This design comes from an exercise in tuning for small area on the open sky130 flow, not from production work.
RTL that was checked went through simulation tests only; none was proved equivalent to the original.
Function not checked in runs 2 to 9: the RTL went through the layout flow alone.
No driver is modelled on the clock port, so clocking that relies on it looks cheaper here than on a real chip.
Power figures rest on the tool's default switching activity, not on a simulated workload.

### flow/flow/run.sh
#!/bin/bash
# Standard ORFS layout (the standard.sh), with two knobs changed:
#  - port buffers use the smallest buffer cell (buf_1) instead of the default pick;
#  - clock tree synthesis without dummy loads, with its own buffer list and sink clusters.
set -euo pipefail
cd "$(dirname "$0")/.."
bash standard.sh \
  "BUFFER_PORTS_ARGS=-buffer_cell sky130_fd_sc_hd__buf_1" \
  "CTS_ARGS=-sink_clustering_enable -repair_clock_nets -dont_use_dummy_load -buf_list sky130_fd_sc_hd__clkbuf_8 -sink_clustering_size 20 -sink_clustering_max_diameter 80" \
  finish > standard_flow.log 2>&1
### flow/design.v
`default_nettype none
`timescale 1ns/1ps
module Fifo #(
    parameter LEN = 10,
    parameter SIZE = 32
) (
    input logic clk_i,
    input logic rst_i,
    input logic valid_i,
    input logic ready_i,
    input logic[SIZE-1:0] data_i,
    output logic[SIZE-1:0] data_o,
    output logic valid_o,
    output logic is_full_o
);
localparam JW = LEN / 2;
logic [JW-1:0] cnt;
logic [SIZE-1:0] fifo [LEN-1:0];
logic [LEN-1:0] occ;
logic [LEN-1:0] cnt_dec;
wire wr = valid_i;
wire rd = ~valid_i & ready_i;
assign is_full_o = &occ;
always_comb begin
    for (int k = 0; k < LEN; k++) begin
        if (k == 0)
            cnt_dec[k] = ~cnt[JW-1] & ~cnt[0];
        else if (k < JW)
            cnt_dec[k] = cnt[k-1] & ~cnt[k];
        else if (k == JW)
            cnt_dec[k] = cnt[JW-1] & cnt[0];
        else
            cnt_dec[k] = ~cnt[k-JW-1] & cnt[k-JW];
    end
end
always_ff @(posedge clk_i) begin
    if (rst_i == 1'b0) begin
        cnt <= '0;
        valid_o <= 1'b0;
    end else begin
        valid_o <= rd;
        if (wr)
            cnt <= {cnt[JW-2:0], ~cnt[JW-1]};
        else if (rd)
            cnt <= {~cnt[0], cnt[JW-1:1]};
    end
end
always_ff @(posedge clk_i) begin
    for (int p = 0; p < LEN; p++)
        if (!rst_i || wr || (rd && cnt_dec[(p + 1) % LEN]))
            occ[p] <= rst_i && wr && (p == 0 ? 1'b1 : occ[(p + LEN - 1) % LEN]);
end
always_ff @(posedge clk_i) begin
    if (wr) begin
        fifo[0] <= data_i;
        for (int p = 1; p < LEN; p++)
            fifo[p] <= fifo[p-1];
    end
end
for (genvar b = 0; b < SIZE; b++) begin : g_rd
    logic [LEN-1:0] col;
    for (genvar i = 0; i < LEN; i++) begin : g_col
        assign col[i] = fifo[i][b];
    end
    FifoReadBit #(.LEN(LEN)) u_rd (.sel_i(cnt_dec), .d_i(col), .q_o(data_o[b]));
end
endmodule
module FifoReadBit #(
    parameter LEN = 10
) (
    input logic [LEN-1:0] sel_i,
    input logic [LEN-1:0] d_i,
    output logic q_o
);
logic [3:0] n;
FifoAoi3 u_g0 (.s_i(sel_i[2:0]), .d_i(d_i[2:0]), .n_o(n[0]));
FifoAoi3 u_g1 (.s_i(sel_i[5:3]), .d_i(d_i[5:3]), .n_o(n[1]));
FifoAoi3 u_g2 (.s_i(sel_i[8:6]), .d_i(d_i[8:6]), .n_o(n[2]));
assign n[3] = ~(sel_i[9] & d_i[9]);
assign q_o = ~&n;
endmodule
module FifoAoi3 (
    input logic [2:0] s_i,
    input logic [2:0] d_i,
    output logic n_o
);
assign n_o = ~|(s_i & d_i);
endmodule
### flow/constraint.sdc
create_clock -name core_clock -period 5.0 [get_ports {clk_i}]
set_input_delay 1.0000 -clock core_clock [delete_from_list [all_inputs] [get_ports {clk_i}]]
set_output_delay 1.0000 -clock core_clock [all_outputs]
set_load 0.01 [all_outputs]
### flow/config.mk
export PLATFORM = sky130hd
export DESIGN_NAME = Fifo
export DESIGN_NICKNAME = Fifo
export VERILOG_FILES = /design/flow/design.v
export SDC_FILE = /design/flow/constraint.sdc
export NUM_CORES = 4
export LEC_CHECK = 0
export CAP_MARGIN = 0
export CORE_MARGIN = 2
export CORE_UTILIZATION = 65
export SLEW_MARGIN = 0
export SYNTH_HIERARCHICAL = 1
### flow/standard.sh
#!/bin/bash
# synth_recipe.tcl (not shown) runs the flow's synth.tcl, then flattens the netlist and writes it again
# the make line also repeats each setting of config.mk as NAME=value (left out here)
make -C /OpenROAD-flow-scripts/flow DESIGN_CONFIG=/design/flow/config.mk WORK_HOME=/design/flow/orfs CLKGATE_MAP_FILE= SYNTH_SCRIPT=/design/flow/synth_recipe.tcl "${@:-finish}"
==> results of run 1 <==
## registers in the layout, indices dropped and copies added (netlist names)
| register | count |
|---|---|
| cnt | 5 |
| fifo | 320 |
| occ | 10 |
| valid_o | 1 |
## cell usage after synthesis (all sizes together)
| cell type | number | area [sq um] |
|---|---|---|
| edfxtp | 330 | 9910 |
| and2 | 3 | 18.8 |
| mux2 | 4 | 48.8 |
| inv | 1 | 3.75 |
| nor2b | 9 | 58.8 |
| a222oi | 96 | 961 |
| or2 | 1 | 6.26 |
| dfxtp | 6 | 120 |
| buf | 2 | 16.3 |
| a21o | 4 | 30.0 |
| nor3 | 1 | 5.00 |
| clkbuf | 4 | 15.0 |
| and3 | 10 | 62.6 |
| nand2b | 5 | 31.3 |
| a31o | 1 | 8.76 |
| nand4 | 34 | 213 |
| nor2 | 2 | 7.51 |
| nand2 | 37 | 139 |
| nand3 | 1 | 5.00 |
| o21ai | 5 | 25.0 |
| o211a | 4 | 40.0 |
## power breakdown
part	switching [mW]	internal, mW
clock	0.753	0.364
combinational	0.247	0.124
sequential	0.0929	3.29
## layout by cell type, fill, tap and decap left out, types with 6 or more instances in the layout
cell type	n
buf_1	68
clkbuf_8	20
and3_1	10
nand4_1	34
dfxtp_1	6
nor2b_4	7
edfxtp_1	330
nand2_1	37
a222oi_1	96
## cell type report
type,count,area (sq um),share of cell area
flip-flops and latches,336,10000,0.793
multi-input cells,217,1730,0.137
repair buffers,74,325,0.0257
well taps,229,287,0.0227
clock buffers,20,275,0.0218
inverters,1,3.75,0.000297
## metal layers
layer / vias to the layer above / share of wire / global-route usage
met5: - / 0 / 0
li1: 2679 / - / -
met2: 347 / 0.49 / 0.366
met3: 29 / 0.11 / 0.0391
met4: 0 / 0.016 / 0.0542
met1: 3155 / 0.39 / 0.351
## worst max-delay path: stages, from the launching register on
cell and delay (ps):
dfxtp_1 580, nor2b_4 1010, a222oi_1 250, nand4_1 220, buf_1 180
## cell families (layout without fill, tap and decap cells)
family	Yosys count	after routing	synth area share
buf+inv	7	95	0.00299
compound gates	110	110	0.0908
simple gates	103	103	0.0466
flops	336	336	0.855
mux	4	4	0.00416
## Yosys stat by module, one instance, submodules excluded, a selection
module	cell area, sq um	times used
Fifo	10400	1
FifoAoi3	10.0	96
## worst max-delay path by stage
| stage | startpoint | to | slack (ps) | depth (start not counted) |
|---|---|---|---|---|
| after floorplan | cnt[0] | data_o[0] | 1980 | 4 |
| after global placement | cnt[1] | data_o[17] | 1870 | 4 |
| after global routing | cnt[1] | data_o[0] | 1110 | 4 |
| final | cnt[3] | data_o[22] | 1200 | 4 |
| after CTS | cnt[1] | data_o[0] | 1230 | 4 |
| after detailed placement | cnt[1] | data_o[0] | 1830 | 4 |
## stage by stage
| step | power, mW | utilization | instances |
|---|---|---|---|
| 2_1_floorplan | 3.59 | - | 560 |
| 3_3_place_gp | 3.79 | 0.694 | 857 |
| 3_5_place_dp | 3.81 | 0.694 | 857 |
| 4_1_cts | 4.90 | 0.709 | 877 |
| 5_1_grt | 5.03 | 0.709 | 877 |
| 6_report | 4.87 | 0.709 | 877 |
==> impl_metrics.toml, run 1 <==
[placement]
io_buffers = 69
dp_slack_ps = 1830
routabilityCongestion = 0.778
dpl.hpwl_microns = 11800
placed_cell_area_sq_um = 12400

[sta]
period_share = 0.760
setup_tns_ps = 0
rsz0062_at_grt = "false"
period_minus_slack_ps = 3800
holdWs_ps = 443
clock.fmax_mhz = 263
slew_viol_final = 0
clock_skew_ps = 20.7
hold_viol = 0
worst_slew_pin_slew_ps = 1170
setup_slack_ps = 1200
final-setup-viol-count = 0
slew_headroom = 0.221

[global_route]
antenna_found_initial = 0
grt_overflow = 0
grt_usage = 0.232
first_global_vias = 6115
grt_max_degree = 106
grt_first_pass_wirelength_microns = 34900

[cts]
cts_num_sinks = 336
htree_levels = 1
cts-hold-fix-buffers = 0
post-cts-setup-buffers = 0
cts-resized-gates = 0
cts-root-buf = "clkbuf_8"
cts_buffers = 20
worstSkewPairLatency_ps = 540
cts_tree = "built"
clk_path_buf_depth = 3
clkTransAtPathRegs_ps = 120

[route]
ant_nets = 0
routed_via_density = 7.08
dr.pass1.iters = 10
wl_per_cell_microns = 25.8
wl_microns = 22700
vias = 6210
route.detailed.drc = 0
dr.first_iter.drc_count = 1143

[finish]
final_nets = 686
area_delta_synth_final_pct = 7.89
num-fill-cells = 1118
antenna_cells = 0
layout-drive-gt1-share = 0.0602
final_area_sq_um = 12600

[worst_hold_path]
worstHoldEndpoint = "fifo[2][14]"
hold_depth = 0
hp-class = "reg2reg"
hold_start = "fifo[1][14]"

[setup_path]
r2r_cells = 2
crit_path_start_kind = "flip-flop"
arrival_ps = 2800
rr_startpoint = "cnt[3]"
r2r-end = "occ[7]"
critPathCaptureType = "output pin"
worstSetupPathType = "reg2out"
crit_fanout = 33
r2r_setup_slack_ps = 2900
required_ps = 4000

[floorplan]
die_h_microns = 138
die_x_microns = 138
io_pins = 70
initial_utilization = 0.657
core_sq_um = 17800
std_cell_rows = 49
dieArea_sq_um = 19100

[synth]
synth.net_count = 596
syn_inst = 560
yosysSeqAreaShare = 0.855
synth_area_sq_um = 11700
synth.avg_cell_area_sq_um = 20.9
ys_warn_count = 8
synth_cell_types = 25
ys_seq_elements = 336

[status]
outcome = "timing/DRC/antenna clean"

[job]
max_cap_violations = 0

[power_and_ir_drop]
p_leak_nw = 4.07
ir_drop_mv = 0.312
power.density_nw_per_um2 = 385
==> inputs of run 2 (changes only) <==
--- a/flow/design.v
+++ b/flow/design.v
@@ -47,8 +47,8 @@
 end
 always_ff @(posedge clk_i) begin
     for (int p = 0; p < LEN; p++)
-        if (!rst_i || wr || (rd && cnt_dec[(p + 1) % LEN]))
-            occ[p] <= rst_i && wr && (p == 0 ? 1'b1 : occ[(p + LEN - 1) % LEN]);
+        occ[p] <= rst_i && (wr ? (p == 0 ? 1'b1 : occ[(p + LEN - 1) % LEN])
+                               : (occ[p] && !(ready_i && cnt_dec[(p + 1) % LEN])));
 end
 always_ff @(posedge clk_i) begin
     if (wr) begin
--- a/flow/flow/run.sh
+++ b/flow/flow/run.sh
@@ -6,5 +6,5 @@
 cd "$(dirname "$0")/.."
 bash standard.sh \
   "BUFFER_PORTS_ARGS=-buffer_cell sky130_fd_sc_hd__buf_1" \
-  "CTS_ARGS=-sink_clustering_enable -repair_clock_nets -dont_use_dummy_load -buf_list sky130_fd_sc_hd__clkbuf_8 -sink_clustering_size 20 -sink_clustering_max_diameter 80" \
+  "CTS_ARGS=-sink_clustering_enable -repair_clock_nets -dont_use_dummy_load -buf_list sky130_fd_sc_hd__clkbuf_8 -sink_clustering_size 20 -sink_clustering_max_diameter 60" \
   finish > standard_flow.log 2>&1
--- a/flow/config.mk
+++ b/flow/config.mk
@@ -7,6 +7,6 @@
 export LEC_CHECK = 0
 export CAP_MARGIN = 0
 export CORE_MARGIN = 2
-export CORE_UTILIZATION = 65
+export CORE_UTILIZATION = 70
 export SLEW_MARGIN = 0
 export SYNTH_HIERARCHICAL = 1
==> run 2 against run 1 <==
  * Still clean on timing, DRC and antenna
  * Core utilization is 5.6 points higher
  * Clock skew is 16 ps higher
  * Sequential share of layout area is 0.43 points lower
  * Synthesized cell count is 0.18% lower
  * Register-to-register slack better by 330 ps
  * Area after synthesis hardly changed
  * Setup slack better by 65 ps
  * Clock-buffer cell count stayed put
  * Cell count is 1.1% lower
  * Combinational power is 3% lower
  * Via count is 0.50% higher
  * Highest routed layer unchanged
==> impl_metrics.toml, run 2 <==
[sta]
clock_skew_ps = 36.7
slew_viol_final = 0
clock.fmax_mhz = 268
setup_tns_ps = 0
hold_viol = 0
final-setup-viol-count = 0
period_share = 0.747
setup_slack_ps = 1260
holdWs_ps = 456
worst_slew_pin_slew_ps = 1140
period_minus_slack_ps = 3740
rsz0062_at_grt = "false"
slew_headroom = 0.238

[cts]
post-cts-setup-buffers = 0
clk_path_buf_depth = 3
cts-resized-gates = 0
clkTransAtPathRegs_ps = 120
cts_num_sinks = 336
cts_tree = "built"
cts-root-buf = "clkbuf_8"
cts_buffers = 20
cts-hold-fix-buffers = 0
worstSkewPairLatency_ps = 560
htree_levels = 1

[floorplan]
dieArea_sq_um = 17800
std_cell_rows = 47
die_h_microns = 133
io_pins = 70
core_sq_um = 16500
initial_utilization = 0.712
die_x_microns = 133

[global_route]
first_global_vias = 5966
antenna_found_initial = 0
grt_first_pass_wirelength_microns = 33800
grt_usage = 0.246
grt_overflow = 0
grt_max_degree = 125

[route]
ant_nets = 0
wl_per_cell_microns = 25.6
vias = 6241
dr.first_iter.drc_count = 1147
route.detailed.drc = 0
dr.pass1.iters = 6
wl_microns = 22200
routed_via_density = 7.20

[synth]
synth.avg_cell_area_sq_um = 21.0
async_flop_share = 0
synth_common_cells = "edfxtp_1, a222oi_1, nand2_1"
synth_edf_count = 320
synth_top_area_share = 0.820
synth.net_count = 595
ys_seq_elements = 336
yosysTopAreaCell = "edfxtp_1"
synth_area_sq_um = 11700
yosysMostFrequentCell = "edfxtp_1"
ys_warn_count = 8
synth_ff_type = "edfxtp_1"
syn_inst = 559
synth_area_leaders = "edfxtp_1, a222oi_1, dfxtp_1, nand4_1, nand2_1"
synth_cell_types = 31
yosysSeqAreaShare = 0.847

[setup_path]
required_ps = 4000
critPathCaptureType = "output pin"
rr_startpoint = "cnt[0]"
crit_fanout = 32
worstSetupPathType = "reg2out"
r2r_cells = 2
arrival_ps = 2740
cp-startpoint = "cnt[2]"
crit_path_start_kind = "flip-flop"

[power_and_ir_drop]
finalPower_mw = 4.84
power.density_nw_per_um2 = 384
p_sw_frac = 0.224
pwr-share-comb = 0.075
p_leak_nw = 3.99
p_sw_mw = 1.08
power.share.sequential = 0.695
p_int_mw = 3.76
ir_drop_mv = 0.266
power.share.clock = 0.230

[status]
outcome = "timing/DRC/antenna clean"

[placement]
dpl.hpwl_microns = 11600
io_buffers = 69
routabilityCongestion = 0.757
placed_cell_area_sq_um = 12300
dp_slack_ps = 1860
place_inst = 847

[finish]
final_nets = 685
final_area_sq_um = 12600
stdcell_count = 867
largestRegisters = "fifo (320), occ (10), cnt (5)"
largest_register_ffs = 320
final_common_cell = "edfxtp_1"
antenna_cells = 0
utilization = 0.765
layout-drive-gt1-share = 0.0696
final_cell_mix = "edfxtp_1, a222oi_1, buf_1"
regMostFlops = "fifo"
area_delta_synth_final_pct = 7.45

[worst_hold_path]
hold_depth = 0
hp-class = "reg2reg"
hold_start = "fifo[4][15]"

[job]
max_cap_violations = 0
## run 2: logic make-up after synthesis
family,after synthesis,share of synthesized area
AOI/OAI and AO/OA,111,0.0946
buffers and inverters,7,0.00491
DFF,336,0.847
muxes,9,0.00908
and+or+nand+nor,96,0.0441
## run 2: layer usage
layer	wire length, microns	global-route usage	share of wire
met5	0	0	0
met4	435	0.0662	0.020
met3	2320	0.0445	0.10
met2	10600	0.379	0.48
met1	8780	0.378	0.40
## run 2: worst paths after layout
kind                  to  slack, ps
min          fifo[5][15]        460
max           data_o[31]       1260
min reg2reg  fifo[5][15]        460
max reg2reg       occ[0]       3230
## run 2: final cells by class
class	instances	area, sq um
clock buffer	20	275
fill	911	3870
inverter	2	7.51
multi-input combinational	216	1790
sequential	336	9930
tap	220	275
timing repair buffer	73	318
## run 2: per-module statistics from Yosys (local to each module, per instance), excerpt
| module | cells | flops+latches |
|---|---|---|
| Fifo | 399 | 336 |
| FifoAoi3 | 1 | 0 |
## run 2: worst max-delay path: stages, from the launching register on
cell	delay, ps
dfxtp_1	600
nor2b_4	940
a222oi_1	280
nand4_1	190
buf_1	180
## run 2: power by group through the flow
stage               clock, mW  sequential (mW)  combinational [mW]
finish                   1.11             3.36               0.361
global route             1.23             3.38               0.387
CTS                      1.14             3.36               0.360
detailed placement          0             3.42               0.360
global placement            0             3.41               0.355
floorplan                   0             3.39               0.191
==> inputs of run 3 (changes only) <==
--- a/flow/config.mk
+++ b/flow/config.mk
@@ -7,6 +7,7 @@
 export LEC_CHECK = 0
 export CAP_MARGIN = 0
 export CORE_MARGIN = 2
-export CORE_UTILIZATION = 70
+export CORE_UTILIZATION = 76
+export PLACE_DENSITY = 0.84
 export SLEW_MARGIN = 0
 export SYNTH_HIERARCHICAL = 1
==> run 3 against run 2 <==
  * Non-clock buffer count is 2 higher
  * Combinational power is 2% higher
  * Worst hold slack worse by 3.0 ps
  * Cell area is 0.12% lower
  * Register-to-register slack better by 60 ps
  * Critical path depth stayed put
  * Setup slack worse by 10 ps
  * Clock power hardly changed
  * Global-route usage is 3.0 points higher
  * Largest cell class unchanged
  * Clock-buffer cell count stayed put
  * Via count is 1.5% higher
==> impl_metrics.toml, run 3 <==
[route]
dr.pass1.iters = 9
wl_per_cell_microns = 26.8
vias = 6334
ant_nets = 0
wl_microns = 22400
route.detailed.drc = 0
routed_via_density = 7.57
dr.first_iter.drc_count = 1506

[global_route]
antenna_found_initial = 0
grt_usage = 0.276
grt_first_pass_wirelength_microns = 34300
first_global_vias = 6297
grt_max_degree = 138
grt_overflow = 0

[setup_path]
arrival_ps = 2750
r2r_setup_slack_ps = 3290
critPathSlowestCell = "nor2b_4"
path_buf_inv = 1
r2r-end = "occ[9]"
critPathCaptureType = "output pin"
cpPeakStageDelay_ps = 950
worstSetupPathType = "reg2out"
r2r_cells = 2
crit_fanout = 32
cp-startpoint = "cnt[2]"
crit_path_start_kind = "flip-flop"
crit_chain = "nor2b_4, a222oi_1, nand4_1, buf_1"
rr_startpoint = "cnt[4]"
required_ps = 4000
cp_top_family = "simple AND/OR/NAND/NOR gates"

[placement]
dpl.hpwl_microns = 12300
dp_slack_ps = 1870
routabilityCongestion = 0.780
place_inst = 817
io_buffers = 69

[cts]
cts_tree = "built"
cts-resized-gates = 0
cts-hold-fix-buffers = 0
clk_path_buf_depth = 3
cts_num_sinks = 336
worstSkewPairLatency_ps = 530
cts_buffers = 20
cts-root-buf = "clkbuf_8"
post-cts-setup-buffers = 0
clkTransAtPathRegs_ps = 120
htree_levels = 1

[sta]
clock.fmax_mhz = 267
setup_slack_ps = 1250
period_share = 0.749
rsz0062_at_grt = "false"
clock_skew_ps = 25.4
final-setup-viol-count = 0
slew_headroom = 0.259
hold_viol = 0
slew_viol_final = 0
worst_slew_pin_slew_ps = 1110
period_minus_slack_ps = 3750
setup_tns_ps = 0

[finish]
antenna_cells = 0
largest_register_ffs = 320
stdcell_count = 837
largestRegisters = "fifo (320), occ (10), cnt (5)"
area_delta_synth_final_pct = 7.32
layout-drive-gt1-share = 0.0693
final_cell_mix = "edfxtp_1, a222oi_1, buf_1"
regMostFlops = "fifo"
final_nets = 687
utilization = 0.830
final_common_cell = "edfxtp_1"

[floorplan]
dieArea_sq_um = 16400
initial_utilization = 0.774
std_cell_rows = 45
die_h_microns = 128
die_x_microns = 128
io_pins = 70
core_sq_um = 15100

[power_and_ir_drop]
finalPower_mw = 4.83
power.density_nw_per_um2 = 384
p_leak_nw = 4.01
ir_drop_mv = 0.274

[synth]
synth_ff_type = "edfxtp_1"
yosysMostFrequentCell = "edfxtp_1"
synth_area_leaders = "edfxtp_1, a222oi_1, dfxtp_1, nand4_1, nand2_1"
ys_seq_elements = 336
synth_cell_types = 31
synth.avg_cell_area_sq_um = 21.0
synth_edf_count = 320
async_flop_share = 0
yosysSeqAreaShare = 0.847
synth_top_area_share = 0.820
synth_common_cells = "edfxtp_1, a222oi_1, nand2_1"
synth.net_count = 595
syn_inst = 559
yosysTopAreaCell = "edfxtp_1"
ys_warn_count = 8
synth_area_sq_um = 11700

[worst_hold_path]
hp-class = "reg2reg"
worstHoldEndpoint = "fifo[5][4]"
hold_depth = 0
hold_start = "fifo[4][4]"

[job]
max_cap_violations = 0

[status]
outcome = "timing/DRC/antenna clean"
## run 3: cell counts after synthesis
Identical to the previous run, type by type.
## run 3: how the worst max path moves through the flow
stage                 end  cells after the start
5_1_grt        data_o[20]                      4
3_3_place_gp   data_o[20]                      4
4_1_cts        data_o[20]                      4
2_1_floorplan   data_o[0]                      3
3_5_place_dp   data_o[20]                      4
6_report       data_o[20]                      4
## run 3: through the flow
step                hold WS [ps]  cell area [sq um]
floorplan                    425              11700
global placement             430              12300
detailed placement           434              12300
CTS                          448              12600
global route                 455              12600
finish                       453              12600
## run 3: power breakdown
part / internal, mW / switching, mW / total [mW]
registers: 3.27 / 0.0955 / 3.37
clock network: 0.364 / 0.732 / 1.10
logic: 0.123 / 0.244 / 0.367
## run 3: area by class of cell
class / count / area, sq um
timing repair buffer: 75 / 345
tap: 188 / 235
fill: 682 / 2570
inverter: 2 / 7.51
sequential: 336 / 9930
multi-input combinational: 216 / 1780
clock buffer: 20 / 275
## run 3: metal layers
layer / vias up / wire [microns] / track usage
met5: - / 0 / 0
met4: 0 / 413 / 0.0950
li1: 2688 / - / -
met3: 36 / 2450 / 0.0392
met2: 482 / 10800 / 0.423
met1: 3128 / 8710 / 0.426
## run 3: cells by family after synthesis
logic type,share of synthesized area
compound gates,0.0946
buf+inv,0.00491
flops,0.847
mux,0.00908
simple gates,0.0441
## run 3: modules after synthesis, one instance, submodules excluded, excerpt
module / times used / cells inside / flops+latches
Fifo: 1 / 399 / 336
FifoAoi3: 96 / 1 / 0
## run 3: worst reg2reg max path, delay by kind of cell, from the launching register on
kind             cells  cell delay (ps)
flip-flops           1              450
AO/OA/AOI/OAI        1              200
AND/OR/NAND/NOR      1              910
==> inputs of run 4 (changes only) <==
--- a/flow/flow/run.sh
+++ b/flow/flow/run.sh
@@ -6,5 +6,5 @@
 cd "$(dirname "$0")/.."
 bash standard.sh \
   "BUFFER_PORTS_ARGS=-buffer_cell sky130_fd_sc_hd__buf_1" \
-  "CTS_ARGS=-sink_clustering_enable -repair_clock_nets -dont_use_dummy_load -buf_list sky130_fd_sc_hd__clkbuf_8 -sink_clustering_size 20 -sink_clustering_max_diameter 60" \
+  "CTS_ARGS=-sink_clustering_enable -repair_clock_nets -dont_use_dummy_load -buf_list sky130_fd_sc_hd__clkbuf_16 -sink_clustering_size 40 -sink_clustering_max_diameter 50" \
   finish > standard_flow.log 2>&1
--- a/flow/config.mk
+++ b/flow/config.mk
@@ -7,7 +7,6 @@
 export LEC_CHECK = 0
 export CAP_MARGIN = 0
 export CORE_MARGIN = 2
-export CORE_UTILIZATION = 76
-export PLACE_DENSITY = 0.84
+export CORE_UTILIZATION = 70
 export SLEW_MARGIN = 0
 export SYNTH_HIERARCHICAL = 1
==> run 4 against run 3 <==
  * Power is 15% higher
  * Setup slack better by 84 ps
  * Critical endpoint is now data_o[18]
  * Largest power group unchanged
  * Largest cell class unchanged
  * Worst hold slack worse by 39 ps
  * Non-clock buffer count is 2 lower
  * Cell count is 4.4% higher
  * Area after synthesis stayed put
==> impl_metrics.toml, run 4 <==
[status]
outcome = "timing/DRC/antenna clean"

[setup_path]
r2r-end = "occ[0]"
crit_fanout = 32
rr_startpoint = "cnt[0]"
critPathCaptureType = "output pin"
cp_top_family = "simple AND/OR/NAND/NOR gates"
cpPeakStageDelay_ps = 920
worstSetupPathType = "reg2out"
r2r_setup_slack_ps = 3210
required_ps = 4000
r2r_cells = 2
path_buf_inv = 1
crit_chain = "nor2b_4, a222oi_1, nand4_1, buf_1"
critPathSlowestCell = "nor2b_4"
arrival_ps = 2660
crit_path_start_kind = "flip-flop"

[finish]
utilization = 0.789
area_delta_synth_final_pct = 10.9
largestRegisters = "fifo (320), occ (10), cnt (5)"
layout-drive-gt1-share = 0.0795
antenna_cells = 0
final_nets = 692
largest_register_ffs = 320
regMostFlops = "fifo"
final_common_cell = "edfxtp_1"
final_area_sq_um = 13000
final_cell_mix = "edfxtp_1, a222oi_1, buf_1"

[placement]
dpl.hpwl_microns = 11600
placed_cell_area_sq_um = 12300
routabilityCongestion = 0.757
io_buffers = 69

[synth]
synth.avg_cell_area_sq_um = 21.0
synth_area_sq_um = 11700
yosys.area_share.simple = 0.0441
synth_cell_types = 31
synth_edf_count = 320
synth.net_count = 595
synth_common_cells = "edfxtp_1, a222oi_1, nand2_1"
synth_top_family_by_area = "compound AO/OA/AOI/OAI gates"
synthXorXnorAreaFrac = 0
synth-compound-area-share = 0.0946
yosysTopAreaCell = "edfxtp_1"
yosysMostFrequentCell = "edfxtp_1"
synth_area_leaders = "edfxtp_1, a222oi_1, dfxtp_1, nand4_1, nand2_1"
synthAdderAreaFrac = 0
async_flop_share = 0
synth_ff_type = "edfxtp_1"
ys_seq_elements = 336
muxShareOfSynthArea = 0.00908
ys_warn_count = 8
synth_top_area_share = 0.820
yosysSeqAreaShare = 0.847
syn_inst = 559

[sta]
clock_skew_ps = 37.4
clock.fmax_mhz = 273
period_minus_slack_ps = 3660
worst_slew_pin_slew_ps = 1160
holdWs_ps = 414
setup_tns_ps = 0
final-setup-viol-count = 0
period_share = 0.732
hold_viol = 0
slew_viol_final = 0
slew_headroom = 0.223
rsz0062_at_grt = "false"

[cts]
cts-root-buf = "clkbuf_16"
cts_tree = "built"
cts-resized-gates = 0
clk_path_buf_depth = 3
clkTransAtPathRegs_ps = 80
post-cts-setup-buffers = 0
cts_num_sinks = 336
cts-hold-fix-buffers = 0
worstSkewPairLatency_ps = 550
htree_levels = 1
cts_buffers = 27

[floorplan]
die_x_microns = 133
initial_utilization = 0.712
dieArea_sq_um = 17800
core_sq_um = 16500
io_pins = 70
die_h_microns = 133
std_cell_rows = 47

[worst_hold_path]
hp-class = "reg2reg"
worstHoldEndpoint = "fifo[6][19]"
hold_depth = 0
hold_start = "fifo[5][19]"

[route]
dr.pass1.iters = 9
route.detailed.drc = 0
dr.first_iter.drc_count = 1251
ant_nets = 0
routed_via_density = 7.24
vias = 6332
wl_per_cell_microns = 26.3
wl_microns = 23000

[global_route]
grt_overflow = 0
grt_max_degree = 125
met1_usage = 0.381
antenna_found_initial = 0
grt_first_pass_wirelength_microns = 35000
first_global_vias = 6173
grt_util_met2 = 0.405
grt_use_met3 = 0.0438
grt.busiest_layer = "met2"
grt_usage = 0.256

[power_and_ir_drop]
p_leak_nw = 4.18
power.density_nw_per_um2 = 426
ir_drop_mv = 0.320
finalPower_mw = 5.53

[job]
max_cap_violations = 0
==> run 4: cell types whose count changed in the layout (fill, tap and decap cells not counted) <==
cell	delta
buf_12	-1
buf_4	-1
and2_1	-1
and2b_2	+1
clkbuf_8	-20
and2_2	+1
clkbuf_16	+27
and2b_1	-1
==> run 4: report_power, final <==
group	internal, mW	switching, mW
Clock	0.947	0.850
Sequential	3.28	0.0944
Combinational	0.121	0.245
==> run 4: Yosys stat by module, one instance, submodules excluded, a selection <==
module    cell area (sq um)  flops+latches
FifoAoi3               10.0              0
Fifo                  10400            336
==> run 4: area by class of cell <==
class                      instances  area (sq um)
sequential                       336          9930
timing repair buffer              73           318
fill                             858          3470
clock buffer                      27           676
inverter                           2          7.51
tap                              220           275
multi-input combinational        216          1790
==> run 4: worst max path at each step <==
stage / start / cells after the start / endpoint / slack (ps)
2_1_floorplan: cnt[2] / 3 / data_o[0] / 2030
3_3_place_gp: cnt[3] / 4 / data_o[22] / 1860
3_5_place_dp: cnt[3] / 4 / data_o[22] / 1860
4_1_cts: cnt[3] / 4 / data_o[16] / 1320
5_1_grt: cnt[2] / 4 / data_o[31] / 1220
6_report: cnt[2] / 4 / data_o[18] / 1340
==> run 4: per-layer routing <==
layer  part of all wire  wire, microns
met3              0.095           2180
met5                  0              0
met1               0.40           9170
met4              0.022            498
met2               0.49          11200
==> run 4: stage by stage <==
stage	cells	setup slack, ps
floorplan	559	2030
global placement	847	1860
detailed placement	847	1860
CTS	874	1320
global route	874	1220
finish	874	1340
==> run 4: logic make-up (layout without fill, tap and decap cells) <==
logic type,Yosys count,in the layout
multiplexers,9,9
AND/OR/NAND/NOR,96,96
AO/OA/AOI/OAI,111,111
flip-flops,336,336
buffers and inverters,7,102
==> inputs of run 5 (changes only) <==
--- a/flow/flow/run.sh
+++ b/flow/flow/run.sh
@@ -6,5 +6,5 @@
 cd "$(dirname "$0")/.."
 bash standard.sh \
   "BUFFER_PORTS_ARGS=-buffer_cell sky130_fd_sc_hd__buf_1" \
-  "CTS_ARGS=-sink_clustering_enable -repair_clock_nets -dont_use_dummy_load -buf_list sky130_fd_sc_hd__clkbuf_16 -sink_clustering_size 40 -sink_clustering_max_diameter 50" \
+  "CTS_ARGS=-sink_clustering_enable -repair_clock_nets -dont_use_dummy_load -buf_list {sky130_fd_sc_hd__clkbuf_8 sky130_fd_sc_hd__clkbuf_16} -sink_clustering_size 30 -sink_clustering_max_diameter 80" \
   finish > standard_flow.log 2>&1
==> run 5 against run 4 <==
  * Critical path type unchanged
  * Area after synthesis unchanged
  * Fmax grew 0.13%
  * Global-route usage fell by 1.1 points
  * Largest cell class unchanged
  * Cell area decreased by 2.3%
  * Cell count shrank 1.4%
  * Sequential power barely moved
  * Core utilization decreased by 1.8 points
==> impl_metrics.toml, run 5 <==
[finish]
regMostFlops = "fifo"
largest_register_ffs = 320
num-fill-cells = 899
final_common_cell = "edfxtp_1"
final_nets = 680
final_cell_mix = "edfxtp_1, a222oi_1, buf_1"
utilization = 0.771
antenna_cells = 0
largestRegisters = "fifo (320), occ (10), cnt (5)"
area_delta_synth_final_pct = 8.31
layout-drive-gt1-share = 0.0623

[worst_hold_path]
hp-class = "reg2reg"
hold_start = "fifo[2][7]"
worstHoldEndpoint = "fifo[3][7]"
hold_depth = 0

[sta]
rsz0062_at_grt = "false"
clock.fmax_mhz = 273
worst_slew_pin_slew_ps = 1130
period_minus_slack_ps = 3660
clock_skew_ps = 24.1
period_share = 0.732
hold_viol = 0
setup_slack_ps = 1340
slew_viol_final = 0
final-setup-viol-count = 0
slew_headroom = 0.247
setup_tns_ps = 0

[synth]
synth_area_sq_um = 11700
synth_common_cells = "edfxtp_1, a222oi_1, nand2_1"
synth_ff_type = "edfxtp_1"
synth_area_leaders = "edfxtp_1, a222oi_1, dfxtp_1, nand4_1, nand2_1"
syn_inst = 559
synth.net_count = 595
synth-compound-area-share = 0.0946
yosysTopAreaCell = "edfxtp_1"
synthAdderAreaFrac = 0
async_flop_share = 0
muxShareOfSynthArea = 0.00908
yosysSeqAreaShare = 0.847
yosys.area_share.simple = 0.0441
synthXorXnorAreaFrac = 0
ys_warn_count = 8
synth_top_family_by_area = "compound AO/OA/AOI/OAI gates"
yosysMostFrequentCell = "edfxtp_1"
synth.avg_cell_area_sq_um = 21.0
ys_seq_elements = 336
synth_top_area_share = 0.820
synth_edf_count = 320
synth_cell_types = 31

[floorplan]
initial_utilization = 0.712
dieArea_sq_um = 17800
core_sq_um = 16500
die_h_microns = 133
die_x_microns = 133
io_pins = 70
std_cell_rows = 47

[placement]
io_buffers = 69
routabilityCongestion = 0.757
dpl.hpwl_microns = 11600
dp_slack_ps = 1860

[route]
ant_nets = 0
vias = 6250
wl_microns = 22200
wl_per_cell_microns = 25.7
routed_via_density = 7.25
route.detailed.drc = 0
dr.first_iter.drc_count = 1163
dr.pass1.iters = 7

[cts]
cts_num_sinks = 336
htree_levels = 1
cts_tree = "built"
post-cts-setup-buffers = 0
cts-resized-gates = 0
worstSkewPairLatency_ps = 500
cts-root-buf = "clkbuf_16"
cts-hold-fix-buffers = 0
cts_buffers = 15
clk_path_buf_depth = 3
clkTransAtPathRegs_ps = 100

[power_and_ir_drop]
p_sw_frac = 0.216
power.share.sequential = 0.670
power.share.clock = 0.258
p_sw_mw = 1.09
power.density_nw_per_um2 = 396
p_int_mw = 3.94
pwr-share-comb = 0.072
finalPower_mw = 5.02
ir_drop_mv = 0.339
p_leak_nw = 4.03

[setup_path]
worstSetupPathType = "reg2out"
arrival_ps = 2660
critPathCaptureType = "output pin"
crit_path_start_kind = "flip-flop"
r2r_setup_slack_ps = 3230
rr_startpoint = "cnt[0]"
required_ps = 4000
r2r-end = "occ[0]"
crit_fanout = 32
r2r_cells = 2

[global_route]
grt_overflow = 0
antenna_found_initial = 0
grt_max_degree = 125
grt_first_pass_wirelength_microns = 33800
grt_usage = 0.245
first_global_vias = 5961

[job]
max_cap_violations = 0

[status]
outcome = "timing/DRC/antenna clean"
==> run 5: cell counts after synthesis <==
No cell type changed its count.
==> run 5: routing by layer <==
| metal | global-route usage | part of all wire | up-vias |
|---|---|---|---|
| met5 | 0 | 0 | - |
| met4 | 0.0626 | 0.024 | 0 |
| met3 | 0.0403 | 0.091 | 42 |
| met2 | 0.387 | 0.47 | 385 |
| met1 | 0.372 | 0.41 | 3143 |
| li1 | - | - | 2680 |
==> run 5: cell type report <==
| class | instances | area (sq um) | area share |
|---|---|---|---|
| multi-input combinational | 216 | 1790 | 0.141 |
| sequential | 336 | 9930 | 0.782 |
| tap | 220 | 275 | 0.0217 |
| inverter | 2 | 7.51 | 0.000591 |
| timing repair buffer | 73 | 318 | 0.0250 |
| clock buffer | 15 | 375 | 0.0296 |
==> run 5: worst max-delay path by stage <==
stage	cells past startpoint	endpoint	startpoint
finish	4	data_o[16]	cnt[3]
global route	4	data_o[31]	cnt[2]
CTS	4	data_o[16]	cnt[3]
detailed placement	4	data_o[22]	cnt[3]
global placement	4	data_o[22]	cnt[3]
floorplan	3	data_o[0]	cnt[2]
==> run 5: cell families after synthesis <==
kind of cell / Yosys count
flops: 336
compound gates: 111
simple gates: 96
mux: 9
buf+inv: 7
==> run 5: per-stage QoR <==
| step | hold WS [ps] | cell area (sq um) | instances |
|---|---|---|---|
| 2_1_floorplan | 425 | 11700 | 559 |
| 3_3_place_gp | 430 | 12300 | 847 |
| 3_5_place_dp | 432 | 12300 | 847 |
| 4_1_cts | 444 | 12700 | 862 |
| 5_1_grt | 455 | 12700 | 862 |
| 6_report | 440 | 12700 | 862 |
==> run 5: critical path, cell delays in order (launching register included) <==
cell      delay [ps]
dfxtp_1          620
nor2b_4          920
a222oi_1         290
nand4_1          180
buf_1            170
==> run 5: modules after synthesis, one instance, submodules excluded, a selection <==
module	copies in the design	flops+latches
Fifo	1	336
FifoAoi3	96	0
==> run 5: power groups by stage <==
stage,Combinational [mW],Sequential (mW),Clock (mW)
after floorplan,0.191,3.39,0
final,0.362,3.36,1.30
after global placement,0.355,3.41,0
after global routing,0.388,3.38,1.41
after detailed placement,0.360,3.42,0
after CTS,0.361,3.36,1.33
==> inputs of run 6 (changes only) <==
==> flow/flow/run.sh (replaced) <==
#!/bin/bash
# Standard ORFS layout (the standard.sh), with three knobs changed:
#  - port buffers use the smallest buffer cell (buf_1) instead of the default pick;
#  - clock tree synthesis without dummy loads, with its own buffer list and sink clusters;
#  - after clock tree synthesis, cells with slack to spare are sized down (post_cts.tcl).
set -euo pipefail
cd "$(dirname "$0")/.."
bash standard.sh \
  "BUFFER_PORTS_ARGS=-buffer_cell sky130_fd_sc_hd__buf_1" \
  "CTS_ARGS=-sink_clustering_enable -repair_clock_nets -dont_use_dummy_load -buf_list sky130_fd_sc_hd__clkbuf_8 -sink_clustering_size 20 -sink_clustering_max_diameter 60" \
  "POST_CTS_TCL=$PWD/flow/post_cts.tcl" \
  finish > standard_flow.log 2>&1
==> flow/flow/post_cts.tcl (new file) <==
# After clock tree synthesis and its timing repair: size down cells on paths
# with timing slack to spare, then legalise the placement again.
estimate_parasitics -placement
repair_timing -setup -recover_power 100
detailed_placement
check_placement -verbose
==> run 6 against run 5 <==
  * Clock power shrank 15%
  * Cell count grew 0.81%
  * Power shrank 3.7%
  * Still clean
  * Largest power group unchanged
==> impl_metrics.toml, run 6 <==
[finish]
final_nets = 687
final_common_cell = "edfxtp_1"
area_delta_synth_final_pct = 7.62
largest_register_ffs = 320
layout-drive-gt1-share = 0.0663
final_cell_mix = "edfxtp_1, a222oi_1, buf_1"
stdcell_count = 869
antenna_cells = 0
largestRegisters = "fifo (320), occ (10), cnt (5)"
regMostFlops = "fifo"
num-fill-cells = 912

[synth]
synth_common_cells = "edfxtp_1, a222oi_1, nand2_1"
synth_top_area_share = 0.820
synth_ff_type = "edfxtp_1"
synth.avg_cell_area_sq_um = 21.0
yosysTopAreaCell = "edfxtp_1"
async_flop_share = 0
synth_cell_types = 31
synth_area_leaders = "edfxtp_1, a222oi_1, dfxtp_1, nand4_1, nand2_1"
ys_seq_elements = 336
syn_inst = 559
synth_area_sq_um = 11700
yosysMostFrequentCell = "edfxtp_1"
yosysSeqAreaShare = 0.847
synth.net_count = 595
ys_warn_count = 8
synth_edf_count = 320

[route]
route.detailed.drc = 0
dr.first_iter.drc_count = 1176
routed_via_density = 7.18
wl_microns = 22100
dr.pass1.iters = 6
wl_per_cell_microns = 25.4
vias = 6243
ant_nets = 0

[setup_path]
r2r_cells = 2
crit_fanout = 32
critPathCaptureType = "output pin"
r2r-end = "occ[0]"
r2r_setup_slack_ps = 3220
crit_path_start_kind = "flip-flop"
required_ps = 4000
rr_startpoint = "cnt[0]"
worstSetupPathType = "reg2out"
arrival_ps = 2740

[global_route]
grt_max_degree = 125
grt_overflow = 0
first_global_vias = 5966
grt_first_pass_wirelength_microns = 33800
antenna_found_initial = 0
grt_usage = 0.246

[placement]
dpl.hpwl_microns = 11600
place_inst = 847
io_buffers = 69
routabilityCongestion = 0.757

[floorplan]
std_cell_rows = 47
io_pins = 70
die_x_microns = 133
initial_utilization = 0.712
core_sq_um = 16500
dieArea_sq_um = 17800
die_h_microns = 133

[sta]
rsz0062_at_grt = "false"
hold_viol = 0
period_share = 0.747
clock.fmax_mhz = 268
setup_tns_ps = 0
final-setup-viol-count = 0
slew_headroom = 0.218
slew_viol_final = 0
worst_slew_pin_slew_ps = 1170
period_minus_slack_ps = 3740
clock_skew_ps = 28.8

[power_and_ir_drop]
p_sw_mw = 1.08
power.share.sequential = 0.695
p_int_mw = 3.76
p_leak_nw = 4.00
ir_drop_mv = 0.274
p_sw_frac = 0.223
power.density_nw_per_um2 = 383
pwr-share-comb = 0.075
power.share.clock = 0.229

[cts]
cts_tree = "built"
worstSkewPairLatency_ps = 550
clkTransAtPathRegs_ps = 120
cts_num_sinks = 336

[worst_hold_path]
hold_start = "fifo[7][2]"
hp-class = "reg2reg"
hold_depth = 0
worstHoldEndpoint = "fifo[8][2]"

[status]
outcome = "timing/DRC/antenna clean"

[job]
max_cap_violations = 0
run 6: metrics by stage:
step / power, mW / setup WS [ps] / instance area (sq um) / util / hold WS [ps]
after floorplan: 3.58 / 2030 / 11700 / - / 425
after global placement: 3.77 / 1860 / 12300 / 0.748 / 430
after detailed placement: 3.78 / 1860 / 12300 / 0.748 / 432
after global routing: 5.00 / 1140 / 12600 / 0.766 / 469
final: 4.84 / 1260 / 12600 / 0.766 / 460
run 6: Yosys stat by module, one instance, submodules excluded, excerpt:
module,cell area [sq um],cells inside,flops+latches,copies in the design
Fifo,10400,399,336,1
FifoAoi3,10.0,1,0,96
run 6: metal layers:
layer | routed length, microns | share of wire | global-route usage | vias up
met4 | 275 | 0.012 | 0.0656 | 0
li1 | - | - | - | 2689
met1 | 8750 | 0.40 | 0.377 | 3115
met2 | 10700 | 0.48 | 0.380 | 412
met3 | 2350 | 0.11 | 0.0441 | 27
met5 | 0 | 0 | 0 | -
run 6: power groups by stage:
stage | registers (mW) | clock network, mW | logic, mW
final | 3.36 | 1.11 | 0.363
after detailed placement | 3.42 | 0 | 0.360
after floorplan | 3.39 | 0 | 0.191
after global placement | 3.41 | 0 | 0.355
after global routing | 3.38 | 1.23 | 0.389
run 6: worst max-delay path, stage by stage, from the launching register on:
cell	delay (ps)
dfxtp_1	600
nor2b_4	940
a222oi_1	340
nand4_1	160
buf_1	160
run 6: worst max path at each step:
stage	from	end	slack, ps
after floorplan	cnt[2]	data_o[0]	2030
after detailed placement	cnt[3]	data_o[22]	1860
after global placement	cnt[3]	data_o[22]	1860
final	cnt[2]	data_o[1]	1260
after global routing	cnt[2]	data_o[31]	1140
run 6: kinds of logic (layout without fill, tap and decap cells):
group,after synthesis,after routing,share of synthesized area
buf+inv,7,97,0.00491
mux,9,9,0.00908
flops,336,336,0.847
compound gates,111,111,0.0946
simple gates,96,96,0.0441
run 6: layout make-up:
type / count / area, sq um / area share
clock buffers: 20 / 275 / 0.0218
multi-input cells: 216 / 1770 / 0.141
repair buffers: 75 / 352 / 0.0279
flip-flops and latches: 336 / 9930 / 0.787
inverters: 2 / 7.51 / 0.000595
well taps: 220 / 275 / 0.0218
==> inputs of run 7 (changes only) <==
==> flow/design.v (replaced) <==
`default_nettype none
`timescale 1ns/1ps
module Fifo #(
    parameter LEN = 10,
    parameter SIZE = 32
) (
    input logic clk_i,
    input logic rst_i,
    input logic valid_i,
    input logic ready_i,
    input logic[SIZE-1:0] data_i,
    output logic[SIZE-1:0] data_o,
    output logic valid_o,
    output logic is_full_o
);
localparam PTR_BIT = 32;
logic [PTR_BIT-1:0] w_ptr, r_ptr;
logic [SIZE-1:0] fifo [LEN-1:0];
logic [LEN-1:0] data_stored;
assign is_full_o = & (data_stored);
always_ff @( posedge clk_i ) begin
    if (rst_i == 1'b0) begin
        w_ptr <= '0;
        r_ptr <= '0;
        data_stored <= '0;
        data_o <= '0;
        valid_o <= 1'b0;
    end else begin
        valid_o <= 1'b0;
        if (valid_i == 1'b1) begin  
            w_ptr <= (w_ptr < LEN-1) ? w_ptr + 'd1 : '0;
            fifo[w_ptr] <= data_i;
            data_stored[w_ptr] <= 1'b1;
        end else if (ready_i == 1'b1) begin  
            r_ptr <= (r_ptr < LEN-1) ? r_ptr + 'd1 : '0;
            data_o <= fifo[r_ptr];
            data_stored[r_ptr] <= 1'b0;
            valid_o <= 1'b1;
        end else begin
            r_ptr <= r_ptr;
            w_ptr <= w_ptr;
        end
    end
end
endmodule
==> flow/run.sh (new file) <==
#!/bin/bash
# synth_recipe.tcl (not shown) runs the flow's synth.tcl, then flattens the netlist and writes it again
# the make line also repeats each setting of config.mk as NAME=value (left out here)
make -C /OpenROAD-flow-scripts/flow DESIGN_CONFIG=/design/flow/config.mk WORK_HOME=/design/flow/orfs CLKGATE_MAP_FILE= SYNTH_SCRIPT=/design/flow/synth_recipe.tcl finish
==> flow/config.mk (replaced) <==
export PLATFORM = sky130hd
export DESIGN_NAME = Fifo
export DESIGN_NICKNAME = Fifo
export VERILOG_FILES = /design/flow/design.v
export SDC_FILE = /design/flow/constraint.sdc
export NUM_CORES = 4
export LEC_CHECK = 0
export CAP_MARGIN = 20
export CORE_MARGIN = 2
export CORE_UTILIZATION = 40
export SLEW_MARGIN = 20
removed: flow/flow/run.sh
removed: flow/flow/post_cts.tcl
removed: flow/standard.sh
==> run 7 against run 6 <==
  * Clock skew is 2.4 ps higher
  * Wire length grew 91%
  * Cell area increased by 69%
  * Non-clock buffer count grew 12
  * Cell count up 130%
  * Worst hold slack got worse by 9.7 ps
  * Critical path depth grew 5
  * Synthesized cell count rose by 150%
  * Fmax is 3.0% lower
  * Sequential cell count grew 91
  * Register-to-register slack worse by 2100 ps
  * Core utilization down 30 points
  * Critical endpoint is now data_stored[1]
  * Largest power group unchanged
  * Highest routed layer is now met5
==> impl_metrics.toml, run 7 <==
[status]
outcome = "timing/DRC/antenna clean"

[finish]
stdcell_count = 2042
largest_register_ffs = 320
final_common_cell = "edfxtp_1"
num-fill-cells = 3970
final_nets = 1448
utilization = 0.467
final_cell_mix = "edfxtp_1, nor2_1, dfxtp_1"
layout-drive-gt1-share = 0.131
area_delta_synth_final_pct = 14.7
regMostFlops = "fifo"

[setup_path]
r2r_setup_slack_ps = 1150
worstSetupPathType = "reg2reg"
rr_startpoint = "w_ptr[8]"
r2r_cells = 9
arrival_ps = 4350
crit_fanout = 15
critPathSlowestCell = "nand4_1"
crit_path_start_kind = "flip-flop"
cpPeakStageDelay_ps = 650
cp_num_cells = 9
path_common_cell = "nor4_2"
crit_chain = "nor4_2, nand4_1, nor4_2, a21boi_0, a211oi_1, o22ai_1, nor4_2, nand4_1, a21oi_1"
required_ps = 5500
r2r-end = "data_stored[1]"
path_buf_inv = 0
critPathCaptureType = "flip-flop"
cp_top_family = "simple AND/OR/NAND/NOR gates"

[synth]
synth_area_sq_um = 18500
yosysSeqAreaShare = 0.634
syn_inst = 1375
synth_edf_count = 320
ys_seq_elements = 427
yosysTopAreaCell = "edfxtp_1"
synth_cell_types = 76
async_flop_share = 0
synth.net_count = 1418
synth_ff_type = "edfxtp_1"
ys_warn_count = 1
synth_area_leaders = "edfxtp_1, dfxtp_1, mux4_2, a211oi_1, nor2_1"
synth_common_cells = "edfxtp_1, nor2_1, dfxtp_1"
synth.avg_cell_area_sq_um = 13.5
synth_top_area_share = 0.518
yosysMostFrequentCell = "edfxtp_1"

[sta]
clock_skew_ps = 31.2
period_minus_slack_ps = 3850
slew_headroom = 0.265
clock.fmax_mhz = 260
setup_tns_ps = 0
worst_slew_pin_slew_ps = 1100
period_share = 0.770
hold_viol = 0
rsz0062_at_grt = "false"
slew_viol_final = 0
final-setup-viol-count = 0

[route]
dr.first_iter.drc_count = 967
vias = 11502
wl_microns = 42100
ant_nets = 0
wl_per_cell_microns = 20.6
routed_via_density = 5.63
route.detailed.drc = 0
dr.pass1.iters = 5

[cts]
cts_num_sinks = 427
htree_levels = 2
cts_buffers = 44
post-cts-setup-buffers = 0
clkTransAtPathRegs_ps = 60
cts-root-buf = "clkbuf_16"
cts_tree = "built"
cts-resized-gates = 0
cts-hold-fix-buffers = 0
clk_path_buf_depth = 3
worstSkewPairLatency_ps = 590

[placement]
dpl.hpwl_microns = 24200
io_buffers = 69
routabilityCongestion = 0.834
place_inst = 1958

[floorplan]
dieArea_sq_um = 48100
core_sq_um = 45600
die_h_microns = 219
io_pins = 70
die_x_microns = 219
initial_utilization = 0.407
std_cell_rows = 78

[power_and_ir_drop]
p_sw_frac = 0.218
ir_drop_mv = 0.292
power.share.clock = 0.433
power.density_nw_per_um2 = 365
p_leak_nw = 6.87
pwr-share-comb = 0.069
power.share.sequential = 0.498
p_sw_mw = 1.69
p_int_mw = 6.07

[global_route]
grt_usage = 0.179
antenna_found_initial = 4
first_global_vias = 11555
grt_first_pass_wirelength_microns = 66700
met1_usage = 0.256
grt_max_degree = 80
grt_overflow = 0
grt.busiest_layer = "met2"
grt_util_met2 = 0.281
grt_use_met3 = 0.0310

[worst_hold_path]
hold_start = "data_stored[4]"
worstHoldEndpoint = "data_stored[4]"
hp-class = "reg2reg"
hold_depth = 2

[job]
max_cap_violations = 0
## run 7: worst max path at each step
stage	from	end	slack, ps
after floorplan	r_ptr[0]	data_stored[7]	1680
final	w_ptr[8]	data_stored[1]	1150
after detailed placement	r_ptr[1]	data_stored[7]	1190
after CTS	r_ptr[1]	data_stored[7]	1210
after global routing	w_ptr[8]	data_stored[2]	690
after global placement	r_ptr[1]	data_stored[7]	1200
## run 7: area by class of cell
cell class                 count  area, sq um  share of cell area
sequential                   427        11800               0.553
multi-input combinational    832         6370               0.300
clock buffer                  61         1220              0.0576
timing repair buffer          87          841              0.0395
tap                          600          751              0.0353
clock inverter                20          273              0.0128
inverter                      13         48.8             0.00229
antenna                        2         5.00            0.000235
## run 7: routing by layer
metal,vias to the layer above,wire (microns)
met5,-,27
met3,67,1970
met1,5791,20000
met2,250,19400
met4,4,801
li1,5390,-
## run 7: power by group through the flow
stage | combinational (mW) | sequential [mW] | clock [mW]
after floorplan | 0.354 | 3.94 | 0
after global placement | 0.535 | 3.94 | 0
after detailed placement | 0.539 | 3.94 | 0
after CTS | 0.542 | 3.87 | 3.43
after global routing | 0.596 | 3.87 | 3.56
final | 0.536 | 3.87 | 3.36
## run 7: metrics by stage
stage | total power [mW] | hold slack (ps) | cell area [sq um] | worst slack (ps)
after detailed placement | 4.48 | 448 | 19800 | 1190
after CTS | 7.84 | 457 | 21200 | 1210
after global placement | 4.48 | 447 | 19800 | 1200
final | 7.76 | 451 | 21300 | 1150
after floorplan | 4.30 | 430 | 18500 | 1680
after global routing | 8.02 | 494 | 21300 | 694
## run 7: cells by family after synthesis
kind of cell	count (synthesis)	synth area share
AOI/OAI and AO/OA	233	0.0853
xor gates and xnor gates	50	0.0236
adders and majority gates	7	0.00472
buffers and inverters	116	0.0243
DFF	427	0.634
muxes	103	0.0988
and+or+nand+nor	439	0.130
## run 7: worst register-to-register path, cell delays in order (launching register included)
cell	delay (ps)
dfxtp_1	430
nor4_2	610
nand4_1	650
nor4_2	660
a21boi_0	190
a211oi_1	210
o22ai_1	180
nor4_2	530
nand4_1	160
a21oi_1	170
==> inputs of run 8 (changes only) <==
==> flow/design.v (replaced) <==
`default_nettype none
`timescale 1ns/1ps
module Fifo #(
    parameter LEN = 10,
    parameter SIZE = 32
) (
    input logic clk_i,
    input logic rst_i,
    input logic valid_i,
    input logic ready_i,
    input logic[SIZE-1:0] data_i,
    output logic[SIZE-1:0] data_o,
    output logic valid_o,
    output logic is_full_o
);
localparam PTR_BIT = $clog2(LEN);
logic [PTR_BIT-1:0] w_ptr, r_ptr;
logic [SIZE-1:0] fifo [LEN-1:0];
logic [LEN-1:0] data_stored;
logic [LEN-1:0] w_dec, r_dec;
wire wr = valid_i;
wire rd = ~valid_i & ready_i;
assign is_full_o = &data_stored;
always_comb begin
    for (int i = 0; i < LEN; i++) begin
        w_dec[i] = (w_ptr == PTR_BIT'(i));
        r_dec[i] = (r_ptr == PTR_BIT'(i));
    end
end
always_ff @(posedge clk_i) begin
    if (rst_i == 1'b0) begin
        w_ptr <= '0;
        r_ptr <= '0;
        data_stored <= '0;
        valid_o <= 1'b0;
    end else begin
        valid_o <= rd;
        if (wr) begin
            w_ptr <= (w_ptr == PTR_BIT'(LEN-1)) ? '0 : w_ptr + 1'b1;
            data_stored <= data_stored | w_dec;
        end else if (rd) begin
            r_ptr <= (r_ptr == PTR_BIT'(LEN-1)) ? '0 : r_ptr + 1'b1;
            data_stored <= data_stored & ~r_dec;
        end
    end
end
always_ff @(posedge clk_i) begin
    for (int i = 0; i < LEN; i++)
        if (wr && w_dec[i]) fifo[i] <= data_i;
end
always_comb begin
    data_o = '0;
    for (int i = 0; i < LEN; i++)
        if (r_dec[(i + 1) % LEN]) data_o = data_o | fifo[i];
end
endmodule
==> run 8 against run 7 <==
  * Cell area shrank 29%
  * Cell count is 41% lower
  * Sequential cell count down 88
  * Setup slack got worse by 410 ps
  * Critical path type is now reg2out
  * Wire length fell by 29%
  * Clock skew decreased by 17 ps
  * Global-route usage increased by 0.16 points
  * Largest cell class unchanged
  * Worst hold slack improved by 70 ps
  * Die area is 31% lower
  * Core utilization rose by 1.1 points
  * Area after synthesis is 32% lower
==> impl_metrics.toml, run 8 <==
[status]
outcome = "timing/DRC/antenna clean"

[finish]
largest_register_ffs = 320
area_delta_synth_final_pct = 18.3
final_area_sq_um = 15000
num-fill-cells = 2640
utilization = 0.478
largestRegisters = "fifo (320), data_stored (10)"
final_nets = 817
layout-drive-gt1-share = 0.134
final_cell_mix = "edfxtp_1, a22o_1, clkdlybuf4s50_1"
final_common_cell = "edfxtp_1"
regMostFlops = "fifo"

[worst_hold_path]
hp-class = "reg2reg"
hold_depth = 2

[synth]
synth_cell_types = 32
synth_ff_type = "edfxtp_1"
synth_area_sq_um = 12700
yosysTopAreaCell = "edfxtp_1"
synth_common_cells = "edfxtp_1, a22o_1, a22oi_1"
yosysSeqAreaShare = 0.788
ys_warn_count = 2
synth_area_leaders = "edfxtp_1, a22o_1, a22oi_1, dfxtp_1, a222oi_1"
synth.net_count = 736
yosysMostFrequentCell = "edfxtp_1"
syn_inst = 700
ys_seq_elements = 339
synth.avg_cell_area_sq_um = 18.1
synth_edf_count = 320
async_flop_share = 0
synth_top_area_share = 0.758

[sta]
slew_viol_final = 0
period_share = 0.853
worst_slew_pin_slew_ps = 769
clock_skew_ps = 14.6
slew_headroom = 0.486
period_minus_slack_ps = 4270
clock.fmax_mhz = 234
rsz0062_at_grt = "false"
final-setup-viol-count = 0
setup_tns_ps = 0
holdWs_ps = 521
hold_viol = 0

[cts]
clkTransAtPathRegs_ps = 60
cts-resized-gates = 0
cts_buffers = 35
worstSkewPairLatency_ps = 510
cts_num_sinks = 339
cts-hold-fix-buffers = 0
cts_tree = "built"
htree_levels = 2
cts-root-buf = "clkbuf_16"
post-cts-setup-buffers = 0
clk_path_buf_depth = 3

[setup_path]
crit_path_start_kind = "flip-flop"
crit_fanout = 22
crit_chain = "nor2b_4, buf_4, a22o_1, a222oi_1, o211ai_1, clkdlybuf4s50_1"
critPathSlowestCell = "nor2b_4"
required_ps = 4000
worstSetupPathType = "reg2out"
r2r_cells = 3
arrival_ps = 3270
cpPeakStageDelay_ps = 630
critPathCaptureType = "output pin"

[placement]
routabilityCongestion = 0.713
placed_cell_area_sq_um = 14000
dpl.hpwl_microns = 15900
io_buffers = 69

[global_route]
grt.busiest_layer = "met2"
grt_util_met2 = 0.294
first_global_vias = 7171
grt_first_pass_wirelength_microns = 44400
grt_usage = 0.181
met1_usage = 0.245
grt_overflow = 0
grt_max_degree = 65
grt_use_met3 = 0.0321
antenna_found_initial = 1

[power_and_ir_drop]
p_leak_nw = 4.75
p_sw_mw = 1.20
pwr-share-comb = 0.053
ir_drop_mv = 0.272
p_sw_frac = 0.204
power.density_nw_per_um2 = 391
power.share.sequential = 0.539
power.share.clock = 0.408
p_int_mw = 4.68

[route]
dr.first_iter.drc_count = 720
wl_microns = 29900
routed_via_density = 5.82
dr.pass1.iters = 5
ant_nets = 0
route.detailed.drc = 0
wl_per_cell_microns = 24.8
vias = 7011

[job]
max_cap_violations = 0

[floorplan]
io_pins = 70
dieArea_sq_um = 33100
core_sq_um = 31400
std_cell_rows = 65
initial_utilization = 0.404
die_h_microns = 182
die_x_microns = 182
## run 8: cell count changes in the layout (fill, tap and decap cells not counted), moves of 32 or more
| cell | previous run | this run |
|---|---|---|
| a22oi_1 | 2 | 64 |
| a22o_1 | 0 | 96 |
| a211oi_1 | 67 | 0 |
| nor2_1 | 120 | 4 |
| and2_1 | 39 | 5 |
| mux2i_1 | 38 | 0 |
| nand2_1 | 50 | 9 |
| mux4_2 | 64 | 0 |
| dfxtp_1 | 103 | 18 |
| a21oi_1 | 67 | 2 |
| a222oi_1 | 0 | 32 |
## run 8: stage by stage
stage | setup slack [ps] | total power, mW | std cells
3_3_place_gp | 1310 | 3.53 | 1146
4_1_cts | 739 | 5.93 | 1203
3_5_place_dp | 1300 | 3.54 | 1146
2_1_floorplan | 67.8 | 3.37 | 700
5_1_grt | 565 | 6.06 | 1204
6_report | 733 | 5.87 | 1205
## run 8: cells by family (layout without fill, tap and decap cells)
| family | Yosys count | after routing | synth area share |
|---|---|---|---|
| DFF | 339 | 339 | 0.788 |
| AOI/OAI and AO/OA | 244 | 244 | 0.162 |
| and+or+nand+nor | 60 | 60 | 0.0252 |
| buffers and inverters | 54 | 155 | 0.0233 |
| xor gates and xnor gates | 3 | 3 | 0.00207 |
| other | 0 | 2 | 0 |
## run 8: power by group through the flow
stage | Sequential, mW | Combinational (mW) | Clock [mW]
2_1_floorplan | 3.22 | 0.152 | 0
3_3_place_gp | 3.22 | 0.309 | 0
3_5_place_dp | 3.23 | 0.311 | 0
4_1_cts | 3.16 | 0.313 | 2.45
5_1_grt | 3.17 | 0.335 | 2.55
6_report | 3.16 | 0.310 | 2.40
## run 8: worst paths after layout
check / slack [ps] / end / from
worst max-delay path: 730 / data_o[6] / r_ptr[1]
worst min-delay path: 520 / w_ptr[0] / w_ptr[0]
worst max register to register: 2900 / fifo[9][10] / w_ptr[0]
worst min register to register: 520 / w_ptr[0] / w_ptr[0]
## run 8: critical path: cells and delay by family (launching register included)
| family | cells | cell delay [ps] |
|---|---|---|
| AND/OR/NAND/NOR | 1 | 630 |
| buffers and inverters | 2 | 1030 |
| AO/OA/AOI/OAI | 3 | 460 |
| flip-flops | 1 | 620 |
## run 8: area by class of cell
type,instances,area [sq um],area share
Antenna cell,2,5.00,0.000333
Clock buffer,41,898,0.0599
Clock inverter,16,145,0.00967
Inverter,1,3.75,0.000250
Multi-Input combinational cell,307,2520,0.168
Sequential cell,339,9990,0.666
Tap cell,402,503,0.0335
Timing Repair Buffer,97,938,0.0625
## run 8: metal layers
metal  vias to the layer above  wire [microns]
met1                      3567           12700
li1                       3141               -
met5                         -               0
met3                        51            2030
met2                       252           14500
met4                         0             675
==> inputs of run 9 (changes only) <==
--- a/flow/design.v
+++ b/flow/design.v
@@ -14,23 +14,23 @@
     output logic is_full_o
 );
 localparam PTR_BIT = $clog2(LEN);
-logic [PTR_BIT-1:0] w_ptr, r_ptr;
+logic [PTR_BIT-1:0] w_ptr;
+logic [LEN-1:0] r_oh;
 logic [SIZE-1:0] fifo [LEN-1:0];
 logic [LEN-1:0] data_stored;
-logic [LEN-1:0] w_dec, r_dec;
+logic [LEN-1:0] w_dec;
 wire wr = valid_i;
 wire rd = ~valid_i & ready_i;
 assign is_full_o = &data_stored;
 always_comb begin
     for (int i = 0; i < LEN; i++) begin
         w_dec[i] = (w_ptr == PTR_BIT'(i));
-        r_dec[i] = (r_ptr == PTR_BIT'(i));
     end
 end
 always_ff @(posedge clk_i) begin
     if (rst_i == 1'b0) begin
         w_ptr <= '0;
-        r_ptr <= '0;
+        r_oh <= LEN'(1);
         data_stored <= '0;
         valid_o <= 1'b0;
     end else begin
@@ -39,8 +39,8 @@
             w_ptr <= (w_ptr == PTR_BIT'(LEN-1)) ? '0 : w_ptr + 1'b1;
             data_stored <= data_stored | w_dec;
         end else if (rd) begin
-            r_ptr <= (r_ptr == PTR_BIT'(LEN-1)) ? '0 : r_ptr + 1'b1;
-            data_stored <= data_stored & ~r_dec;
+            r_oh <= {r_oh[LEN-2:0], r_oh[LEN-1]};
+            data_stored <= data_stored & ~r_oh;
         end
     end
 end
@@ -51,6 +51,6 @@
 always_comb begin
     data_o = '0;
     for (int i = 0; i < LEN; i++)
-        if (r_dec[(i + 1) % LEN]) data_o = data_o | fifo[i];
+        if (r_oh[(i + 1) % LEN]) data_o = data_o | fifo[i];
 end
 endmodule
--- a/flow/config.mk
+++ b/flow/config.mk
@@ -8,4 +8,5 @@
 export CAP_MARGIN = 20
 export CORE_MARGIN = 2
 export CORE_UTILIZATION = 40
+export CTS_BUF_LIST = sky130_fd_sc_hd__clkbuf_4
 export SLEW_MARGIN = 20
==> run 9 against run 8 <==
  * Clock skew grew 13 ps
  * Highest routed layer unchanged
  * Global-route usage shrank 0.77 points
  * Fmax grew 11%
  * Critical endpoint is now data_o[30]
  * Non-clock buffer count shrank 15
  * Die area shrank 2.5%
  * Via count grew 0.68%
==> impl_metrics.toml, run 9 <==
[synth]
synth.net_count = 714
yosysMostFrequentCell = "edfxtp_1"
synth_edf_count = 320
yosysTopAreaCell = "edfxtp_1"
synth.avg_cell_area_sq_um = 18.2
yosysSeqAreaShare = 0.818
async_flop_share = 0
synth_top_area_share = 0.778
ys_seq_elements = 345
synth_area_sq_um = 12400
synth_ff_type = "edfxtp_1"
synth_cell_types = 33

[setup_path]
crit_path_start_kind = "flip-flop"
r2r_cells = 4
worstSetupPathType = "reg2out"
required_ps = 4000
critPathCaptureType = "output pin"

[finish]
regMostFlops = "fifo"
num-fill-cells = 2574
final_cell_mix = "edfxtp_1, clkbuf_4, a22oi_1"
largestRegisters = "fifo (320), data_stored (10), r_oh (10)"
final_common_cell = "edfxtp_1"
area_delta_synth_final_pct = 17.7
final_nets = 837
final_area_sq_um = 14500

[cts]
cts_buffers = 88
clk_path_buf_depth = 3
clkTransAtPathRegs_ps = 60
cts-resized-gates = 0
post-cts-setup-buffers = 0
cts_tree = "built"
cts-root-buf = "clkbuf_4"

[sta]
final-setup-viol-count = 0
hold_viol = 0
slew_viol_final = 0
clock.fmax_mhz = 261
rsz0062_at_grt = "false"
worst_slew_pin_slew_ps = 1060

[power_and_ir_drop]
ir_drop_mv = 0.177
p_sw_frac = 0.208
p_leak_nw = 4.65
power.share.clock = 0.410
pwr-share-comb = 0.034
power.density_nw_per_um2 = 398

[global_route]
grt_usage = 0.173
grt_first_pass_wirelength_microns = 42600
first_global_vias = 7337
antenna_found_initial = 1
grt_overflow = 0

[route]
wl_per_cell_microns = 22.4
ant_nets = 0
dr.first_iter.drc_count = 599
wl_met1_microns = 12300
wl_microns = 28100
dr_wl_met2_microns = 13300
route.detailed.drc = 0
top_layer = "met4"

[floorplan]
io_pins = 70
die_x_microns = 180
initial_utilization = 0.405
dieArea_sq_um = 32300
core_sq_um = 30500
std_cell_rows = 64

[job]
max_cap_violations = 0

[placement]
placed_cell_area_sq_um = 13400
routabilityCongestion = 0.833
io_buffers = 69
dpl.hpwl_microns = 14800

[worst_hold_path]
hold_depth = 2
hp-class = "reg2reg"

[status]
outcome = "timing/DRC/antenna clean"
==> run 9: path summary, 6_finish.rpt <==
path / slack, ps / endpoint / start
worst min register to register: 470 / data_stored[9] / data_stored[9]
worst max register to register: 2720 / fifo[8][19] / w_ptr[1]
worst min-delay path: 470 / data_stored[9] / data_stored[9]
worst max-delay path: 1170 / data_o[30] / r_oh[5]
==> run 9: per-layer routing <==
metal	vias to the layer above	GRT usage
met5	-	0
met4	0	0.0673
met3	41	0.0413
met2	310	0.274
met1	3592	0.232
li1	3116	-
==> run 9: final cells by class <==
type	count	area [sq um]	area share
antenna	1	2.50	0.000172
clock buffer	120	901	0.0619
clock inverter	28	213	0.0146
inverter	4	15.0	0.00103
multi-input combinational	280	2020	0.139
sequential	345	10100	0.695
tap	396	495	0.0341
timing repair buffer	82	788	0.0542
==> run 9: critical path, stage by stage, from the launching register on <==
cell and delay [ps]:
dfxtp_1 770, buf_4 390, a22o_1 180, a221oi_1 50
nand4_1 220, clkdlybuf4s50_1 570
==> run 9: per-stage QoR <==
step	hold slack [ps]	std cells	util	setup slack [ps]	total power, mW
after detailed placement	472	1107	0.440	1390	3.48
after global placement	450	1107	0.440	1580	3.47
after CTS	479	1255	0.477	1130	5.87
final	475	1256	0.477	1170	5.79
after global routing	493	1256	0.477	1050	6.02
after floorplan	436	678	-	2130	3.35
==> run 9: kinds of logic (layout without fill, tap and decap cells) <==
family | count (synthesis) | after routing | synth area share
flops | 345 | 345 | 0.818
buf+inv | 53 | 234 | 0.0207
compound gates | 185 | 185 | 0.116
simple gates | 93 | 93 | 0.0431
mux | 1 | 1 | 0.000810
xor+xnor | 1 | 1 | 0.000709
other cells | 0 | 1 | 0
==> run 9: power groups by stage <==
stage                     Sequential, mW  Combinational [mW]  Clock, mW
after CTS                           3.22               0.201       2.45
after global placement              3.28               0.194          0
after floorplan                     3.27              0.0788          0
final                               3.22               0.198       2.37
after global routing                3.22               0.215       2.59
after detailed placement            3.28               0.200          0

Check on run 9: ideal ports give 1.165 ns setup slack; a clkbuf_16 on the clock port and buf_2 on the inputs give 1.124 ns; moving port delays by the midpoint clock arrival (0.707 ns) as well gives 1.361 ns.
